What follows belongs to an exercise in optimizing a design on an open flow for small area and a short achievable clock period; a production flow would make more cautious choices.
Function was checked by simulation only, so behaviour that the tests miss may differ from the original.
Power figures rest on the tool's default switching activity, not on a simulated workload.

## design/flow/config.mk

```make
export PLATFORM = sky130hd
export DESIGN_NAME = processor
export DESIGN_NICKNAME = processor
export VERILOG_FILES = /design/flow/design.v
export SDC_FILE = /design/flow/constraint.sdc
export NUM_CORES = 4
export LEC_CHECK = 0
export CAP_MARGIN = 20
export CORE_MARGIN = 2
export CORE_UTILIZATION = 33
export SETUP_SLACK_MARGIN = 0.3
export SLEW_MARGIN = 20
```

## design/flow/constraint.sdc

```tcl
create_clock -name core_clock -period 11.0 [get_ports {clk}]
set_input_delay 2.2000 -clock core_clock [delete_from_list [all_inputs] [get_ports {clk}]]
set_output_delay 2.2000 -clock core_clock [all_outputs]
set_load 0.01 [all_outputs]
```

## design/flow/design.v

```verilog
module ALU(A, B, op, Y);
    input [31:0] A, B;
    input [4:0] op;            
    output [31:0] Y;
    wire inv = op[1] | op[2];
    wire [31:0] sum = A + (B ^ {32{inv}}) + {31'b0, inv};
    wire lt = (A[31] ^ B[31]) ? A[31] : sum[31];
    wire [31:0] o = A | B;
    wire is_and = ~(|op);
    assign Y = ({32{op[0] | op[1]}} & sum)
             | {31'b0, op[2] & lt}
             | ({32{op[3]}} & ~o)
             | ({32{op[4]}} & o)
             | ({32{is_and}} & (A & B));
endmodule
module ALUController(is_r, is_mem, f3, f7, alu_op);
    input is_r, is_mem;
    input [2:0] f3;
    input [6:0] f7;
    output [4:0] alu_op;
    wire sub7 = (f7 == 7'b0100000);
    wire alt  = is_mem | (is_r & (f7 != 7'b0000000));    
    wire f000 = (f3 == 3'b000);
    wire f010 = (f3 == 3'b010);
    assign alu_op[1] = f000 & is_r & sub7;
    assign alu_op[0] = (f000 & ~(is_r & sub7)) | (f010 & alt);
    assign alu_op[2] = f010 & ~alt;
    assign alu_op[3] = (f3 == 3'b100) & ~alt;
    assign alu_op[4] = (f3 == 3'b110);
endmodule
module Controller(instr, reg_write, alu_src, mem2reg, mem_read, mem_write, alu_op);
    input [31:0] instr;
    output reg_write, alu_src, mem2reg, mem_read, mem_write;
    output [4:0] alu_op;
    wire [6:0] opcode = instr[6:0];
    wire [2:0] f3 = instr[14:12];
    wire [6:0] f7 = instr[31:25];
    wire is_r  = (opcode == 7'b0110011);
    wire is_i  = (opcode == 7'b0010011);
    wire is_ld = (opcode == 7'b0000011);
    wire is_st = (opcode == 7'b0100011);
    assign reg_write = is_r | is_i | is_ld;
    assign alu_src   = is_i | is_ld | is_st;
    assign mem2reg   = is_ld;
    assign mem_read  = is_ld;
    assign mem_write = is_st;
    ALUController ac (.is_r(is_r), .is_mem(is_ld | is_st), .f3(f3), .f7(f7), .alu_op(alu_op));
endmodule
module FlipFlop(clk, reset, q);
    input clk;
    input reset;
    output [7:0] q;
    reg [5:0] word;
    always @(posedge clk)
        if (reset)
            word <= 6'b0;
        else
            word <= word + 6'd1;
    assign q = {word, 2'b00};
endmodule
module ImmGen(instr, imm);
    input [31:0] instr;
    output [31:0] imm;
    wire is_st = (instr[6:0] == 7'b0100011);
    assign imm = {{20{instr[31]}}, instr[31:25], is_st ? instr[11:7] : instr[24:20]};
endmodule
module Mux(S, D1, D2, Y);
    input S;
    input [31:0] D1;
    input [31:0] D2;
    output [31:0] Y;
    assign Y = S ? D2 : D1;
endmodule
module RegFile(clk, reset, we, waddr, wdata, ra1, ra2, rd1, rd2);
    input clk, reset;
    input we;
    input [4:0] waddr, ra1, ra2;
    input [31:0] wdata;
    output reg [31:0] rd1, rd2;
    reg [31:0] mem [0:31];
    reg [31:0] valid;
    wire [31:0] wsel = {32{we}} & (32'b1 << waddr);
    wire [31:0] s1 = (32'b1 << ra1) & valid;
    wire [31:0] s2 = (32'b1 << ra2) & valid;
    genvar g;
    generate
        for (g = 0; g < 32; g = g + 1) begin : regs
            always @(posedge clk)
                if (wsel[g])
                    mem[g] <= wdata;
        end
    endgenerate
    always @(posedge clk or posedge reset)
        if (reset)
            valid <= 32'b0;
        else
            valid <= valid | wsel;
    integer k;
    always @(*) begin
        rd1 = 32'b0;
        rd2 = 32'b0;
        for (k = 0; k < 32; k = k + 1) begin
            rd1 = rd1 | (mem[k] & {32{s1[k]}});
            rd2 = rd2 | (mem[k] & {32{s2[k]}});
        end
    end
endmodule
module data_path(clk, reset, instr, read_data, reg_write, alu_src, mem2reg, alu_op, pc, result, reg2);
    input clk, reset;
    input [31:0] instr, read_data;
    input reg_write, alu_src, mem2reg;
    input [4:0] alu_op;
    output [7:0] pc;
    output [31:0] result;
    output [31:0] reg2;
    wire [31:0] reg1, imm, alu_b, wb;
    FlipFlop PC (.clk(clk), .reset(reset), .q(pc));
    RegFile RF (.clk(clk), .reset(reset), .we(reg_write), .waddr(instr[11:7]), .wdata(wb),
                .ra1(instr[19:15]), .ra2(instr[24:20]), .rd1(reg1), .rd2(reg2));
    ImmGen IG (.instr(instr), .imm(imm));
    Mux m1 (.S(alu_src), .D1(reg2), .D2(imm), .Y(alu_b));
    ALU alu (.A(reg1), .B(alu_b), .op(alu_op), .Y(result));
    Mux m2 (.S(mem2reg), .D1(result), .D2(read_data), .Y(wb));
endmodule
module processor(clk, reset, instr, read_data, pc, Result, mem_read, mem_write, write_data);
    input clk, reset;
    input [31:0] instr;
    input [31:0] read_data;
    output [7:0] pc;
    output [31:0] Result;
    output mem_read, mem_write;
    output [31:0] write_data;
    wire reg_write, alu_src, mem2reg;
    wire [4:0] alu_op;
    Controller ctrl (.instr(instr), .reg_write(reg_write), .alu_src(alu_src), .mem2reg(mem2reg),
                     .mem_read(mem_read), .mem_write(mem_write), .alu_op(alu_op));
    data_path dp (.clk(clk), .reset(reset), .instr(instr), .read_data(read_data),
                  .reg_write(reg_write), .alu_src(alu_src), .mem2reg(mem2reg), .alu_op(alu_op),
                  .pc(pc), .result(Result), .reg2(write_data));
endmodule
```

## design/flow/run.sh

```bash
#!/bin/bash
# synth_recipe.tcl (not shown) runs the flow's synth.tcl, then flattens the netlist and writes it again
# the make line also repeats each setting of config.mk as NAME=value (left out here)
make -C /OpenROAD-flow-scripts/flow DESIGN_CONFIG=/design/flow/config.mk WORK_HOME=/design/flow/orfs CLKGATE_MAP_FILE= SYNTH_SCRIPT=/design/flow/synth_recipe.tcl finish
```

==> impl_metrics.tcl, run 1 <==
set metrics [dict create \
    via_count 47600 \
    p_total_mw 9.16 \
    arrival_ns 8.54 \
    holdWs_ns 0.464 \
    synth_cell_type_count 91 \
    final_cell_mix "edfxtp_1 (1024), a22oi_1 (605), buf_4 (498), nand4_1 (345), nand3_1 (200)" \
    crit_required_ns 8.80 \
    reg2regPathDepth 21 \
    hp-class "reg2reg" \
    finalCritPeriodShare 0.977 \
    initialDrtViolationCount 10600 \
    slowest_delay_ns 0.72 \
    max_freq_mhz 93.1 \
    r2r_start "dp.RF.valid[1]" \
    hold_viol_final 0 \
    layout_commonest_cell "edfxtp_1" \
    syn_area_per_cell_um2 12.7 \
    layout-drive-gt1-share 0.212 \
    yosysWarnings 3 \
    track_usage 0.386 \
    start_util 0.332 \
    ys.flop_type "edfxtp_1" \
    drtAntennaViolNets 0 \
    hp-start "dp.PC.word[0]" \
    seq_area_frac_synth 0.629 \
    powerDensity_nw_per_um2 147 \
    clk_latency_ns 0.83 \
    maxSlewViolCount 0 \
    drt_first_pass_iters 10 \
    vias_per_cell 7.24 \
    holdPathStages 1 \
    final_core_util 0.411 \
    cts-root-buf "clkbuf_16" \
    nets 4539 \
    drc 0 \
    grt_pass1_wl_mm 405 \
    worstSetupStartpointType "primary input" \
    numCtsBuffers 114 \
    routedWlPerCell_um 47.5 \
    maxSlewHeadroom 0.137 \
    cap_viol_max_count 0 \
    antenna_found_initial 21 \
    ir_worst_vdd_v 0.000137 \
    synth_area_leaders "edfxtp_1 (61%), a22oi_1 (9.0%), nand4_1 (4.3%), nand3_1 (2.0%), clkbuf_1 (1.6%)" \
    path_cells "clkdlybuf4s50_1 > buf_4 > nor3b_4 > and2_2 > buf_4 > a221oi_1 > nand4_1 > or3_1 > ha_1 > nand4_1 > inv_1 > a221oi_1 > a21boi_2 > o21ai_0 > a211oi_2 > buf_4 > or2_1 > a31oi_1 > or3_1 > nand2_1 > clkdlybuf4s50_1" \
    overflow 0 \
    path_clk_slew_ns 0.06 \
    finalWirelength_mm 312 \
    cts_max_level 3 \
    synthCells 3968 \
    pin_count 140 \
    r2r-end "dp.RF.mem[6][13]" \
    min_period_ns 10.74 \
    synth_edf_count 1024 \
    n_fill_cell 14300 \
    synth_area_um2 50400 \
    rsz0062_at_grt "yes" \
    gp_congestion 1.07 \
    clock-sinks 1062 \
    endpoint_kind "output port" \
    synth_top_area_frac 0.611 \
    finalClockSkew_ns 0.0788 \
    die_width_um 395 \
    min_to "dp.PC.word[0]" \
    ys_ff_latch 1062 \
    setup_viol 0 \
    core_area_um2 152000 \
    grt_max_degree 40 \
    fp.dieH_um 395 \
    dp_hpwl_mm 203 \
    crit_top_cell "buf_4" \
    cts_buffer_depth 3 \
    cts_tree "built" \
    rrSetupSlack_ns 4.14 \
    worst-setup-path-type "in2out" \
    outcome "timing/DRC/antenna clean" \
    rows 143 \
    path_max_fanout 12 \
    worst_pin_slew_ns 1.30 \
    postSynth.asyncResetShare 0.0301 \
    power.static_leakage_nw 20.9 \
    numPortBuffers 137 \
    grt_pass1_vias 43700 \
    syn_to_final_growth_pct 23.8 \
    die_area_um2 156000 \
    cpMaxStageDelayCell "clkdlybuf4s50_1" \
    finalSetupTns_ns 0 \
    synth_top_area_cell "edfxtp_1" \
]
[state kept, by name, indices dropped and copies added (netlist names)]
signal       cells
dp.RF.mem     1024
dp.RF.valid     32
dp.PC.word       6
[area by class of cell]
class                      count  area, um^2  area share
inverter                      23        86.3     0.00138
multi-input combinational   2544       17900       0.287
tap                         2030        2540      0.0407
timing repair buffer         694        6270       0.101
antenna                        8        20.0    0.000321
sequential                  1062       31700       0.508
clock buffer                 134        2990      0.0479
clock inverter                79         890      0.0143
[synth_stat cells (8+ instances only)]
cell and number:
a31oi_1 31, a2111oi_0 24, inv_1 23, nor4_1 33
and3b_1 29, buf_2 59, nor2b_1 23, dfrtp_1 32
a22o_1 63, nand2b_1 11, mux2_2 26, clkbuf_1 220
nand3_1 200, ha_1 33, a22oi_1 606, and4_1 24
edfxtp_1 1024, a221o_1 12, o21ai_0 48, nor3_1 42
buf_1 43, or4_1 21, and3_1 125, o21a_1 12
a222oi_1 49, a21oi_1 61, o211ai_1 9, and2_1 46
a221oi_1 67, nand4_1 345, buf_4 10, or2_2 39
xnor2_1 36, nand2_1 200, nor3b_1 17, nor2_1 114
a21o_1 23, or3_1 28, o21bai_1 8, xor2_1 12
mux2i_1 9, and2_0 9
[logic make-up after synthesis]
family,count (synthesis),synth area share
XOR/XNOR,49,0.00880
other,1,0.0000745
flip-flops,1062,0.629
buffers and inverters,363,0.0303
multiplexers,37,0.00835
AND/OR/NAND/NOR,1339,0.150
adder cells (fa/ha/maj),34,0.00860
AO/OA/AOI/OAI,1083,0.165
[where the power goes]
| part | leakage (nW) | internal [mW] | switching [mW] | total (mW) |
|---|---|---|---|---|
| combinational | 10.4 | 0.196 | 0.420 | 0.615 |
| clock | 1.90 | 2.30 | 1.78 | 4.08 |
| sequential | 8.59 | 4.45 | 0.0117 | 4.46 |
[routing by layer]
layer | GRT usage | share of wire | vias to the layer above
li1 | - | - | 17400
met3 | 0.169 | 0.17 | 1431
met5 | 0.00954 | 0.0014 | -
met4 | 0.254 | 0.086 | 26
met1 | 0.482 | 0.35 | 23500
met2 | 0.536 | 0.40 | 5214
[how the worst max path moves through the flow]
stage | start | end | slack, ns
finish | instr[16] | Result[0] | 0.26
global route | instr[20] | Result[0] | 0.29
CTS | instr[21] | Result[26] | 0.27
detailed placement | instr[20] | Result[26] | -0.42
global placement | instr[15] | Result[0] | -0.40
floorplan | instr[24] | Result[0] | 1.87
[worst max-delay path, delay by kind of cell]
family	cells	cell delay (ns)
AOI/OAI and AO/OA	6	1.30
and+or+nand+nor	8	2.46
buffers and inverters	6	2.23
adders and majority gates	1	0.30
[repair_timing]
item,CTS,global route
buffers inserted,4,4
cloned,0,3
endpoints found under the setup margin,27,25
gates resized for setup,16,59
hold buffers,0,0
pin swaps,3,10
endpoints found under the hold margin,0,0
[metrics by stage]
step / setup WS [ns] / area, um^2 / cells
floorplan: 1.87 / 50400 / 3969
global placement: -0.395 / 58000 / 6341
detailed placement: -0.417 / 58000 / 6342
CTS: 0.272 / 62000 / 6559
global route: 0.289 / 62300 / 6566
finish: 0.257 / 62300 / 6574
==> run 2: changes to the inputs <==
--- a/design/flow/design.v
+++ b/design/flow/design.v
@@ -4,13 +4,36 @@
     output [31:0] Y;
     wire inv = op[1] | op[2];
-    wire [31:0] sum = A + (B ^ {32{inv}}) + {31'b0, inv};
-    wire lt = (A[31] ^ B[31]) ? A[31] : sum[31];
+    wire addsub = op[0] | op[1];
+    wire is_and = ~(|op);
+    wire [31:0] Bx = B ^ {32{inv}};
+    wire [32:0] g0 = {A & Bx, inv};
+    wire [32:0] p0 = {A ^ Bx, 1'b0};
+    wire [32:0] g1, p1, g2, p2, g3, p3, g4, p4, g5, p5, g6;
+    genvar k;
+    generate
+        for (k = 0; k < 33; k = k + 1) begin : pre
+            if (k >= 1)  begin assign g1[k] = g0[k] | (p0[k] & g0[k-1]);  assign p1[k] = p0[k] & p0[k-1];  end
+            else         begin assign g1[k] = g0[k];                      assign p1[k] = p0[k];             end
+            if (k >= 2)  begin assign g2[k] = g1[k] | (p1[k] & g1[k-2]);  assign p2[k] = p1[k] & p1[k-2];  end
+            else         begin assign g2[k] = g1[k];                      assign p2[k] = p1[k];             end
+            if (k >= 4)  begin assign g3[k] = g2[k] | (p2[k] & g2[k-4]);  assign p3[k] = p2[k] & p2[k-4];  end
+            else         begin assign g3[k] = g2[k];                      assign p3[k] = p2[k];             end
+            if (k >= 8)  begin assign g4[k] = g3[k] | (p3[k] & g3[k-8]);  assign p4[k] = p3[k] & p3[k-8];  end
+            else         begin assign g4[k] = g3[k];                      assign p4[k] = p3[k];             end
+            if (k >= 16) begin assign g5[k] = g4[k] | (p4[k] & g4[k-16]); assign p5[k] = p4[k] & p4[k-16]; end
+            else         begin assign g5[k] = g4[k];                      assign p5[k] = p4[k];             end
+            if (k >= 32) begin assign g6[k] = g5[k] | (p5[k] & g5[k-32]); end
+            else         begin assign g6[k] = g5[k];                      end
+        end
+    endgenerate
+    wire [31:0] c = g6[31:0];           
+    wire [31:0] p = p0[32:1];
     wire [31:0] o = A | B;
-    wire is_and = ~(|op);
-    assign Y = ({32{op[0] | op[1]}} & sum)
-             | {31'b0, op[2] & lt}
-             | ({32{op[3]}} & ~o)
-             | ({32{op[4]}} & o)
-             | ({32{is_and}} & (A & B));
+    wire [31:0] rest = ({32{op[3]}} & ~o) | ({32{op[4]}} & o) | ({32{is_and}} & (A & B));
+    wire [31:0] y0 = ({32{addsub}} &  p) | rest;
+    wire [31:0] y1 = ({32{addsub}} & ~p) | rest;
+    wire [31:0] yc = (c & y1) | (~c & y0);
+    wire lt = (A[31] ^ B[31]) ? A[31] : (p[31] ^ c[31]);
+    assign Y = {yc[31:1], yc[0] | (op[2] & lt)};
 endmodule
 module ALUController(is_r, is_mem, f3, f7, alu_op);
@@ -79,8 +102,8 @@
     output reg [31:0] rd1, rd2;
     reg [31:0] mem [0:31];
-    reg [31:0] valid;
-    wire [31:0] wsel = {32{we}} & (32'b1 << waddr);
-    wire [31:0] s1 = (32'b1 << ra1) & valid;
-    wire [31:0] s2 = (32'b1 << ra2) & valid;
+    wire [31:0] wsel = {32{reset}} | ({32{we}} & (32'b1 << waddr));
+    wire [31:0] wbits = ~(wdata & {32{~reset}});
+    wire [31:0] s1 = 32'b1 << ra1;
+    wire [31:0] s2 = 32'b1 << ra2;
     genvar g;
     generate
@@ -88,12 +111,7 @@
             always @(posedge clk)
                 if (wsel[g])
-                    mem[g] <= wdata;
+                    mem[g] <= wbits;
         end
     endgenerate
-    always @(posedge clk or posedge reset)
-        if (reset)
-            valid <= 32'b0;
-        else
-            valid <= valid | wsel;
     integer k;
     always @(*) begin
@@ -101,6 +119,6 @@
         rd2 = 32'b0;
         for (k = 0; k < 32; k = k + 1) begin
-            rd1 = rd1 | (mem[k] & {32{s1[k]}});
-            rd2 = rd2 | (mem[k] & {32{s2[k]}});
+            rd1 = rd1 | (~mem[k] & {32{s1[k]}});
+            rd2 = rd2 | (~mem[k] & {32{s2[k]}});
         end
     end
==> design/flow/flow/run.sh (new file) <==
#!/bin/bash
# Layout flow: the standard ORFS flow (standard.sh), with the standard synthesis unchanged.
# The only change: the input and output ports are buffered with a plain buffer cell
# (sky130_fd_sc_hd__buf_4) rather than the delay cell buffer_ports picks by default.
# Each step's full output goes to a log file of its own in this folder.
set -euo pipefail
cd "$(dirname "${BASH_SOURCE[0]}")/.."
bash standard.sh synth > log_synth.txt 2>&1
bash standard.sh "BUFFER_PORTS_ARGS=-buffer_cell sky130_fd_sc_hd__buf_4" finish > log_layout.txt 2>&1
==> design/flow/standard.sh (new file) <==
#!/bin/bash
# synth_recipe.tcl (not shown) runs the flow's synth.tcl, then flattens the netlist and writes it again
# the make line also repeats each setting of config.mk as NAME=value (left out here)
make -C /OpenROAD-flow-scripts/flow DESIGN_CONFIG=/design/flow/config.mk WORK_HOME=/design/flow/orfs CLKGATE_MAP_FILE= SYNTH_SCRIPT=/design/flow/synth_recipe.tcl "${@:-finish}"
==> design/flow/config.mk (replaced) <==
export PLATFORM = sky130hd
export DESIGN_NAME = processor
export DESIGN_NICKNAME = processor
export VERILOG_FILES = /design/flow/design.v
export SDC_FILE = /design/flow/constraint.sdc
export NUM_CORES = 4
export LEC_CHECK = 0
export ABC_AREA = 1
export CAP_MARGIN = 30
export CORE_MARGIN = 2
export CORE_UTILIZATION = 45
export SETUP_SLACK_MARGIN = 5
export SLEW_MARGIN = 30
export TNS_END_PERCENT = 0
removed: design/flow/run.sh
==> impl_metrics.tcl, run 2 <==
set metrics [dict create \
    crit_required_ns 8.80 \
    place_area_um2 53100 \
    final_core_util 0.582 \
    crit_top_cell "buf_4" \
    multi_input_area_um2 18000 \
    cts_hold_buf 0 \
    via_count 48700 \
    synth_cell_type_count 70 \
    antenna_found_initial 26 \
    syn_to_final_growth_pct 27.7 \
    powerDensity_nw_per_um2 160 \
    die_width_um 334 \
    power.share.clock 0.376 \
    setup_viol 0 \
    cts_max_level 3 \
    cts-root-buf "clkbuf_16" \
    max_freq_mhz 118 \
    cap_viol_max_count 0 \
    p_seq_frac 0.477 \
    hp-class "reg2reg" \
    path_max_fanout 9 \
    outcome "timing/DRC/antenna clean" \
    p_comb_frac 0.147 \
    routedWlPerCell_um 44.0 \
    maxSlewHeadroom 0.186 \
    final_cell_mix "edfxtp_1 (1024), o22ai_1 (538), buf_4 (524), nand2_1 (425), nor2_1 (410)" \
    overflow 0 \
    cpMaxStageDelayCell "or4_1" \
    pin_count 140 \
    layout_commonest_cell "edfxtp_1" \
    fp.dieH_um 334 \
    regMostFlops "dp.RF.mem" \
    die_area_um2 111000 \
    worst-setup-path-type "in2out" \
    endpoint_kind "output port" \
    numCtsBuffers 106 \
    design_area_um2 62400 \
    slowest_delay_ns 0.49 \
    n_fill_cell 8781 \
    grt_pass1_wl_mm 367 \
    reg_top3 "dp.RF.mem x1024, dp.PC.word x6" \
    regArea_um2 30900 \
    finalCritPeriodShare 0.769 \
    track_usage 0.490 \
    grt_pass1_vias 43100 \
    finalSetupTns_ns 0 \
    largest_reg_flops 1024 \
    start_util 0.455 \
    synth_top_area_cell "edfxtp_1" \
    yosysWarnings 3 \
    switchingPower_mw 2.86 \
    clk_latency_ns 0.75 \
    syn_area_per_cell_um2 11.3 \
    vias_per_cell 7.57 \
    cts_buffer_depth 3 \
    synth_edf_count 1024 \
    finalWirelength_mm 283 \
    core_area_um2 107000 \
    synth_top_area_frac 0.629 \
    hold_viol_final 0 \
    rsz0062_at_grt "yes" \
    synth_area_um2 48900 \
    path_buf_inv 5 \
    rows 120 \
    drc 0 \
    drt_first_pass_iters 15 \
    arrival_ns 6.25 \
    postSynth.asyncResetShare 0 \
    drtAntennaViolNets 0 \
    worstSetupStartpointType "primary input" \
    ys.flop_type "edfxtp_1" \
    p_int_mw 7.15 \
    swShare 0.286 \
    numPortBuffers 137 \
    cts_tree "built" \
    dp_cells 5895 \
    critPathTopFamily "simple AND/OR/NAND/NOR gates" \
    path_clk_slew_ns 0.07 \
    maxSlewViolCount 0 \
    power.static_leakage_nw 21.2 \
    clock-sinks 1030 \
    seq_area_frac_synth 0.631 \
    dp_hpwl_mm 166 \
    gp_congestion 1.05 \
    ys_ff_latch 1030 \
    finalClockSkew_ns 0.0618 \
    worst_pin_slew_ns 1.22 \
    min_period_ns 8.45 \
    layout-drive-gt1-share 0.288 \
    grt_max_degree 46 \
    initialDrtViolationCount 9751 \
    ir_worst_vdd_v 0.000119 \
    p_total_mw 10.0 \
    final_cells 6431 \
    ys_top_cells_by_count "edfxtp_1 (1024), o22ai_1 (542), nand2_1 (492)" \
    path_cells "buf_4 > nand2_1 > nor2_4 > nand3_4 > buf_12 > buf_4 > nor2_1 > or4_1 > nor3_1 > nand2_1 > ha_4 > nand2_2 > nor2_4 > inv_1 > nor3_1 > a21boi_2 > xor2_1 > o21ai_2 > buf_4" \
    synthCells 4338 \
    synth_area_leaders "edfxtp_1 (63%), o22ai_1 (6.9%), nand2_1 (3.8%), nor2_1 (3.3%), inv_1 (2.5%)" \
    nets 5010 \
    post-synth-top-count-cell "edfxtp_1" \
]
==> run 2: repair_timing <==
action                                  in CTS  in global routing
endpoints found under the setup margin    1088               1024
pin swaps                                  119                117
gates resized for setup                    297                306
buffers inserted                           224                 72
cloned                                      10                  2
==> run 2: final timing paths <==
kind                     from           endpoint  slack [ns]  cells past startpoint
max reg2reg  dp.RF.mem[15][5]  dp.RF.mem[27][30]        6.41                     22
min             dp.PC.word[0]      dp.PC.word[0]        0.46                      1
min reg2reg     dp.PC.word[0]      dp.PC.word[0]        0.46                      1
max                 instr[15]         Result[24]        2.55                     19
==> run 2: metal layers <==
metal,share of wire,track usage
met1,0.31,0.569
met4,0.11,0.392
met2,0.37,0.645
met5,0.0045,0.0434
met3,0.20,0.287
==> run 2: layout make-up <==
| cell class | count | share of cell area |
|---|---|---|
| Tap cell | 1403 | 0.0281 |
| Clock buffer | 124 | 0.0436 |
| Multi-Input combinational cell | 2737 | 0.289 |
| Timing Repair Buffer | 686 | 0.107 |
| Inverter | 347 | 0.0238 |
| Antenna cell | 29 | 0.00116 |
| Sequential cell | 1030 | 0.494 |
| Clock inverter | 73 | 0.0130 |
| Timing Repair inverter | 2 | 0.000321 |
==> run 2: kinds of logic (layout without fill, tap and decap cells) <==
| logic type | Yosys count | in the layout | share of synthesized area |
|---|---|---|---|
| flip-flops | 1030 | 1030 | 0.631 |
| AND/OR/NAND/NOR | 1531 | 1534 | 0.150 |
| multiplexers | 1 | 1 | 0.000205 |
| XOR/XNOR | 35 | 35 | 0.00627 |
| other | 1 | 31 | 0.0000767 |
| buffers and inverters | 575 | 1232 | 0.0526 |
| adder cells (fa/ha/maj) | 34 | 34 | 0.00870 |
| AO/OA/AOI/OAI | 1131 | 1131 | 0.150 |
==> run 2: power groups by stage <==
| stage | combinational, mW | sequential, mW | clock (mW) |
|---|---|---|---|
| CTS | 1.24 | 4.77 | 3.72 |
| detailed placement | 1.10 | 4.85 | 0 |
| floorplan | 0.513 | 4.81 | 0 |
| finish | 1.47 | 4.77 | 3.76 |
| global route | 1.46 | 4.79 | 3.87 |
| global placement | 1.09 | 4.85 | 0 |
==> run 2: per-stage QoR <==
| step | setup WS (ns) | hold WS, ns |
|---|---|---|
| CTS | 2.63 | 0.465 |
| global placement | 1.09 | 0.438 |
| global route | 2.45 | 0.483 |
| finish | 2.55 | 0.460 |
| floorplan | 3.40 | 0.455 |
| detailed placement | 1.07 | 0.448 |
==> run 3: changes to the inputs <==
--- a/design/flow/config.mk
+++ b/design/flow/config.mk
@@ -9,5 +9,5 @@
 export CAP_MARGIN = 30
 export CORE_MARGIN = 2
-export CORE_UTILIZATION = 45
+export CORE_UTILIZATION = 50
 export SETUP_SLACK_MARGIN = 5
 export SLEW_MARGIN = 30
==> impl_metrics.tcl, run 3 <==
set metrics [dict create \
    multi_input_area_um2 17800 \
    arrival_ns 6.37 \
    worst-setup-path-type "in2out" \
    dp_slack_ns 1.09 \
    endpoint_kind "output port" \
    via_count 49200 \
    slowest_delay_ns 0.70 \
    synth_top_area_frac 0.629 \
    antenna_found_initial 34 \
    ir_worst_vdd_v 0.000177 \
    pin_count 140 \
    path_max_fanout 13 \
    path_cells "buf_4 > inv_4 > nand4_1 > buf_12 > buf_4 > o211ai_1 > nor4_2 > nand4_1 > buf_4 > ha_4 > nand2_4 > nor2_4 > inv_2 > nor3_4 > nand2_2 > o21ai_4 > a21oi_1 > o21ai_1 > o2111ai_2 > buf_4" \
    cpMaxStageDelayCell "nor4_2" \
    layout_commonest_cell "edfxtp_1" \
    path_clk_slew_ns 0.05 \
    ys_top_cells_by_count "edfxtp_1 (1024), o22ai_1 (542), nand2_1 (492)" \
    cts_max_level 3 \
    routedWlPerCell_um 44.9 \
    synthCells 4338 \
    worst_pin_slew_ns 1.19 \
    min_period_ns 8.57 \
    syn_area_per_cell_um2 11.3 \
    holdPathStages 1 \
    drc 0 \
    outcome "timing/DRC/antenna clean" \
    crit_top_cell "buf_4" \
    numPortBuffers 137 \
    ys.flop_type "edfxtp_1" \
    die_area_um2 100000 \
    hp-class "reg2reg" \
    setup_viol 0 \
    overflow 0 \
    track_usage 0.555 \
    synth_area_um2 48900 \
    numCtsBuffers 108 \
    maxSlewHeadroom 0.207 \
    gp_congestion 1.03 \
    largest_reg_flops 1024 \
    worstSetupStartpointType "primary input" \
    powerDensity_nw_per_um2 161 \
    initialDrtViolationCount 10100 \
    maxSlewViolCount 0 \
    start_util 0.505 \
    power.static_leakage_nw 21.6 \
    synth_cell_type_count 70 \
    layout-drive-gt1-share 0.283 \
    cts-root-buf "clkbuf_16" \
    cts_tree "built" \
    drtAntennaViolNets 0 \
    clk_latency_ns 0.76 \
    yosysWarnings 3 \
    nets 5022 \
    synth_area_leaders "edfxtp_1 (63%), o22ai_1 (6.9%), nand2_1 (3.8%), nor2_1 (3.3%), inv_1 (2.5%)" \
    post-route-worst-setup-slack_ns 2.43 \
    seq_area_frac_synth 0.631 \
    grt_pass1_vias 43200 \
    hold_viol_final 0 \
    post-synth-top-count-cell "edfxtp_1" \
    clock-sinks 1030 \
    dp_hpwl_mm 163 \
    crit_required_ns 8.80 \
    grt_pass1_wl_mm 368 \
    vias_per_cell 7.77 \
    max_freq_mhz 117 \
    syn_to_final_growth_pct 28.8 \
    regMostFlops "dp.RF.mem" \
    holdWs_ns 0.474 \
    die_width_um 317 \
    cap_viol_max_count 0 \
    postSynth.asyncResetShare 0 \
    finalCritPeriodShare 0.779 \
    rows 114 \
    n_fill_cell 7454 \
    core_area_um2 96900 \
    synth_top_area_cell "edfxtp_1" \
    ys_ff_latch 1030 \
    synth_edf_count 1024 \
    finalSetupTns_ns 0 \
    finalClockSkew_ns 0.0356 \
    finalWirelength_mm 285 \
    cts_buffer_depth 3 \
    reg2regPathDepth 18 \
    grt_max_degree 47 \
    rsz0062_at_grt "yes" \
    regArea_um2 30900 \
    reg_top3 "dp.RF.mem x1024, dp.PC.word x6" \
    fp.dieH_um 317 \
    drt_first_pass_iters 11 \
    final_cell_mix "edfxtp_1 (1024), o22ai_1 (534), buf_4 (505), nand2_1 (434), nor2_1 (412)" \
]
==> run 3: kinds of logic (layout without fill, tap and decap cells) <==
kind of cell	after synthesis	in the layout	synth area share
other cells	1	49	0.0000767
mux	1	1	0.000205
flops	1030	1030	0.631
compound gates	1131	1131	0.150
buf+inv	575	1246	0.0526
simple gates	1531	1533	0.150
xor+xnor	35	35	0.00627
fa+ha+maj	34	34	0.00870
==> run 3: worst max-delay path, delay by kind of cell <==
kind	cells	cell delay, ns
buffers and inverters	7	1.38
AO/OA/AOI/OAI	5	0.79
AND/OR/NAND/NOR	7	1.67
adder cells (fa/ha/maj)	1	0.31
==> run 3: power breakdown <==
part | switching, mW | internal, mW
Clock | 1.64 | 2.27
Combinational | 1.03 | 0.413
Sequential | 0.132 | 4.65
==> run 3: area by class of cell <==
type / count / share of cell area
antenna: 47 / 0.00187
sequential: 1030 / 0.490
timing repair inverter: 1 / 0.000139
timing repair buffer: 698 / 0.116
multi-input combinational: 2736 / 0.283
inverter: 347 / 0.0235
clock inverter: 82 / 0.0149
clock buffer: 118 / 0.0442
tap: 1276 / 0.0254
==> run 3: routing by layer <==
layer / part of all wire / wire length [um] / GRT usage
met3: 0.20 / 57300 / 0.360
met4: 0.11 / 32200 / 0.463
met2: 0.37 / 106000 / 0.714
met5: 0.0061 / 1720 / 0.0573
met1: 0.31 / 87000 / 0.628
==> run 3: path summary, 6_finish.rpt <==
| kind | startpoint | endpoint | slack, ns |
|---|---|---|---|
| max | instr[17] | Result[17] | 2.43 |
| min | dp.PC.word[0] | dp.PC.word[0] | 0.47 |
| max reg2reg | dp.RF.mem[17][13] | dp.RF.mem[14][17] | 6.42 |
| min reg2reg | dp.PC.word[0] | dp.PC.word[0] | 0.47 |
==> run 3: repair_timing <==
item | 4_1_cts | 5_1_grt
endpoints found under the setup margin | 1088 | 928
hold buffers | 0 | 0
gates cloned | 14 | 1
pin swaps | 161 | 85
resized for setup | 459 | 128
setup buffers | 269 | 56
==> run 3: stage by stage <==
stage                     power [mW]  cells  utilization  cell area (um^2)
after CTS                       9.92   6227        0.636             61600
final                           10.1   6335        0.650             63000
after floorplan                 5.32   4339            -             49000
after global routing            10.3   6294        0.649             62900
after detailed placement        5.94   5744        0.546             52900
after global placement          5.94   5742        0.545             52800
==> run 4: changes to the inputs <==
--- a/design/flow/config.mk
+++ b/design/flow/config.mk
@@ -9,5 +9,6 @@
 export CAP_MARGIN = 30
 export CORE_MARGIN = 2
-export CORE_UTILIZATION = 50
+export CORE_UTILIZATION = 45
+export PLACE_DENSITY = 0.7
 export SETUP_SLACK_MARGIN = 5
 export SLEW_MARGIN = 30
==> impl_metrics.tcl, run 4 <==
set metrics [dict create \
    outcome "timing/DRC/antenna clean" \
    via_count 49400 \
    grt_max_degree 38 \
    fp.dieH_um 334 \
    gp_congestion 1.05 \
    numCtsBuffers 99 \
    cts_hold_buf 0 \
    die_width_um 334 \
    final_cell_mix "edfxtp_1 (1024), o22ai_1 (536), buf_4 (516), nand2_1 (441), nor2_1 (415)" \
    setup_viol 0 \
    ys_top_cells_by_count "edfxtp_1 (1024), o22ai_1 (542), nand2_1 (492)" \
    path_clk_slew_ns 0.07 \
    arrival_ns 6.38 \
    finalClockSkew_ns 0.0409 \
    pin_count 140 \
    drt_first_pass_iters 28 \
    numPortBuffers 137 \
    synth_top_area_cell "edfxtp_1" \
    worst-setup-path-type "in2out" \
    multi_input_area_um2 17700 \
    reg_top3 "dp.RF.mem x1024, dp.PC.word x6" \
    ir_worst_vdd_v 0.000119 \
    vias_per_cell 7.72 \
    powerDensity_nw_per_um2 159 \
    regArea_um2 30900 \
    seq_area_frac_synth 0.631 \
    finalSetupTns_ns 0 \
    min_period_ns 8.58 \
    worst_pin_slew_ns 1.19 \
    synth_area_um2 48900 \
    power.static_leakage_nw 20.8 \
    die_area_um2 111000 \
    finalCritPeriodShare 0.780 \
    rsz0062_at_grt "yes" \
    synth_cell_type_count 70 \
    startpoint "instr[16]" \
    p_total_mw 9.80 \
    synth_top_area_frac 0.629 \
    postSynth.asyncResetShare 0 \
    synth_edf_count 1024 \
    finalWirelength_mm 270 \
    routedWlPerCell_um 42.3 \
    crit_required_ns 8.80 \
    clk_latency_ns 0.71 \
    ys_ff_latch 1030 \
    track_usage 0.469 \
    cap_viol_max_count 0 \
    cts_buffer_depth 3 \
    largest_reg_flops 1024 \
    cts_max_level 3 \
    max_freq_mhz 117 \
    initialDrtViolationCount 12500 \
    layout_commonest_cell "edfxtp_1" \
    r2r_start "dp.RF.mem[1][1]" \
    ys.flop_type "edfxtp_1" \
    synthCells 4338 \
    drtAntennaViolNets 0 \
    cts-root-buf "clkbuf_16" \
    hold_viol_final 0 \
    worstSetupStartpointType "primary input" \
    antenna_found_initial 39 \
    layout-drive-gt1-share 0.268 \
    endpoint_kind "output port" \
    n_fill_cell 8512 \
    rrSetupSlack_ns 6.30 \
    yosysWarnings 3 \
    syn_to_final_growth_pct 26.2 \
    grt_pass1_vias 43400 \
    dp_hpwl_mm 154 \
    cts_tree "built" \
    nets 4970 \
    core_area_um2 107000 \
    reg2regPathDepth 20 \
    rows 120 \
    start_util 0.455 \
    post-synth-top-count-cell "edfxtp_1" \
    drc 0 \
    syn_area_per_cell_um2 11.3 \
    path_max_fanout 8 \
    regMostFlops "dp.RF.mem" \
    synth_area_leaders "edfxtp_1 (63%), o22ai_1 (6.9%), nand2_1 (3.8%), nor2_1 (3.3%), inv_1 (2.5%)" \
    r2r-end "dp.RF.mem[10][24]" \
    grt_pass1_wl_mm 356 \
    maxSlewHeadroom 0.207 \
    crit_end "Result[17]" \
    hp-class "reg2reg" \
    clock-sinks 1030 \
    overflow 0 \
    maxSlewViolCount 0 \
]
## run 4: changes by cell type in the layout (fill, tap and decap cells not counted), sizes merged
cell | previous run | this run
bufinv | 20 | 16
nand2 | 507 | 506
buf | 687 | 644
clkbuf | 120 | 118
inv | 334 | 332
clkinvlp | 27 | 23
diode | 47 | 46
clkinv | 49 | 40
nor2 | 448 | 447
nand3 | 106 | 107
bufbuf | 9 | 7
nand4 | 115 | 117
## run 4: critical path, stage by stage
cell       delay [ns]
buf_4            0.13
inv_1            0.07
nand4_1          0.14
nor2_1           0.07
buf_4            0.23
inv_2            0.17
buf_4            0.31
nor2_1           0.07
a21oi_1          0.13
o221ai_1         0.14
nor4_2           0.60
nand2_1          0.27
ha_4             0.41
nand2_4          0.08
nor2_2           0.09
inv_2            0.08
nor3_4           0.22
nand2_2          0.10
o21ai_4          0.24
a21oi_2          0.09
o21ai_2          0.14
o2111ai_2        0.16
buf_4            0.20
## run 4: where the power goes
| group | switching, mW | internal (mW) |
|---|---|---|
| Sequential | 0.138 | 4.65 |
| Combinational | 1.00 | 0.399 |
| Clock | 1.55 | 2.06 |
| Total | 2.69 | 7.11 |
## run 4: through the flow
stage	hold WS [ns]	area (um^2)	instances	setup WS (ns)	utilization
floorplan	0.455	49000	4339	3.40	-
global placement	0.433	52700	5848	0.944	0.491
detailed placement	0.471	52900	5851	0.920	0.492
CTS	0.486	59700	6263	2.63	0.556
global route	0.501	61600	6351	2.39	0.574
finish	0.476	61700	6396	2.42	0.575
## run 4: final cells by class
type,count,area share
multi-input cells,2737,0.287
clock inverters,61,0.0117
well taps,1403,0.0285
repair buffers,652,0.104
inverters,347,0.0241
diodes,46,0.00187
repair inverters,3,0.000426
flip-flops and latches,1030,0.500
clock buffers,117,0.0423
## run 4: cell families (layout without fill, tap and decap cells)
| kind of cell | count (synthesis) | count (layout) | share of synthesized area |
|---|---|---|---|
| simple gates | 1531 | 1534 | 0.150 |
| compound gates | 1131 | 1131 | 0.150 |
| flops | 1030 | 1030 | 0.631 |
| buf+inv | 575 | 1180 | 0.0526 |
| xor+xnor | 35 | 35 | 0.00627 |
| fa+ha+maj | 34 | 34 | 0.00870 |
| other cells | 1 | 48 | 0.0000767 |
| mux | 1 | 1 | 0.000205 |
## run 4: how the worst min path moves through the flow
stage	from	to	slack, ns	cells past startpoint
2_1_floorplan	dp.PC.word[0]	dp.PC.word[0]	0.45	1
3_3_place_gp	dp.PC.word[0]	dp.PC.word[0]	0.43	1
3_5_place_dp	dp.PC.word[0]	dp.PC.word[0]	0.47	1
4_1_cts	dp.PC.word[0]	dp.PC.word[0]	0.49	1
5_1_grt	dp.PC.word[0]	dp.PC.word[0]	0.50	1
6_report	dp.PC.word[0]	dp.PC.word[0]	0.48	1
## run 4: timing repair
| action | in CTS | in global routing |
|---|---|---|
| setup buffers | 221 | 81 |
| setup endpoints to repair | 1088 | 1056 |
| resized for setup | 288 | 204 |
| gates cloned | 13 | 1 |
| pin swaps | 105 | 85 |
## run 4: routing by layer
metal | track usage | routed length, um | vias to the layer above
met5 | 0.0456 | 1040 | -
met4 | 0.388 | 33000 | 28
met3 | 0.300 | 55600 | 2316
met2 | 0.611 | 99900 | 6586
met1 | 0.528 | 80700 | 22800
li1 | - | - | 17700

-- static timing again, ports no longer ideal --
How much do the figures lean on ideal ports? The routed layouts below were timed once more, with nothing changed but the port constraints.
Step 1 assumes that a clkbuf_16 drives the clock port and a buf_2 every other input.
Step 2 moves the port delays by t, midway between the first and last clock arrival at a register: inputs arrive t later, outputs are due t later. That takes back most of the time a late clock gives input paths.
a / b / c = no drivers / after step 1 / after step 2; a / b = the first two.
run	shift t [ns]	slack for setup (ns)	worst hold slack (ns)	clock arrival spread, ns	cell pins on the clock port's net
run 1	0.878	0.257 / 0.229 / 0.229	0.464 / 0.464 / 0.464	0.079 / 0.078	1
run 2	0.802	2.546 / 2.380 / 2.380	0.460 / 0.460 / 0.460	0.062 / 0.062	1
run 3	0.807	2.431 / 2.374 / 2.374	0.474 / 0.474 / 0.474	0.036 / 0.035	1
run 4	0.766	2.422 / 2.337 / 2.337	0.476 / 0.476 / 0.476	0.041 / 0.041	1
After both steps every run listed still meets setup and hold. The setup slack of run 2, which loses most, moves by -0.166 ns with the drivers and by -0.166 ns with both steps.
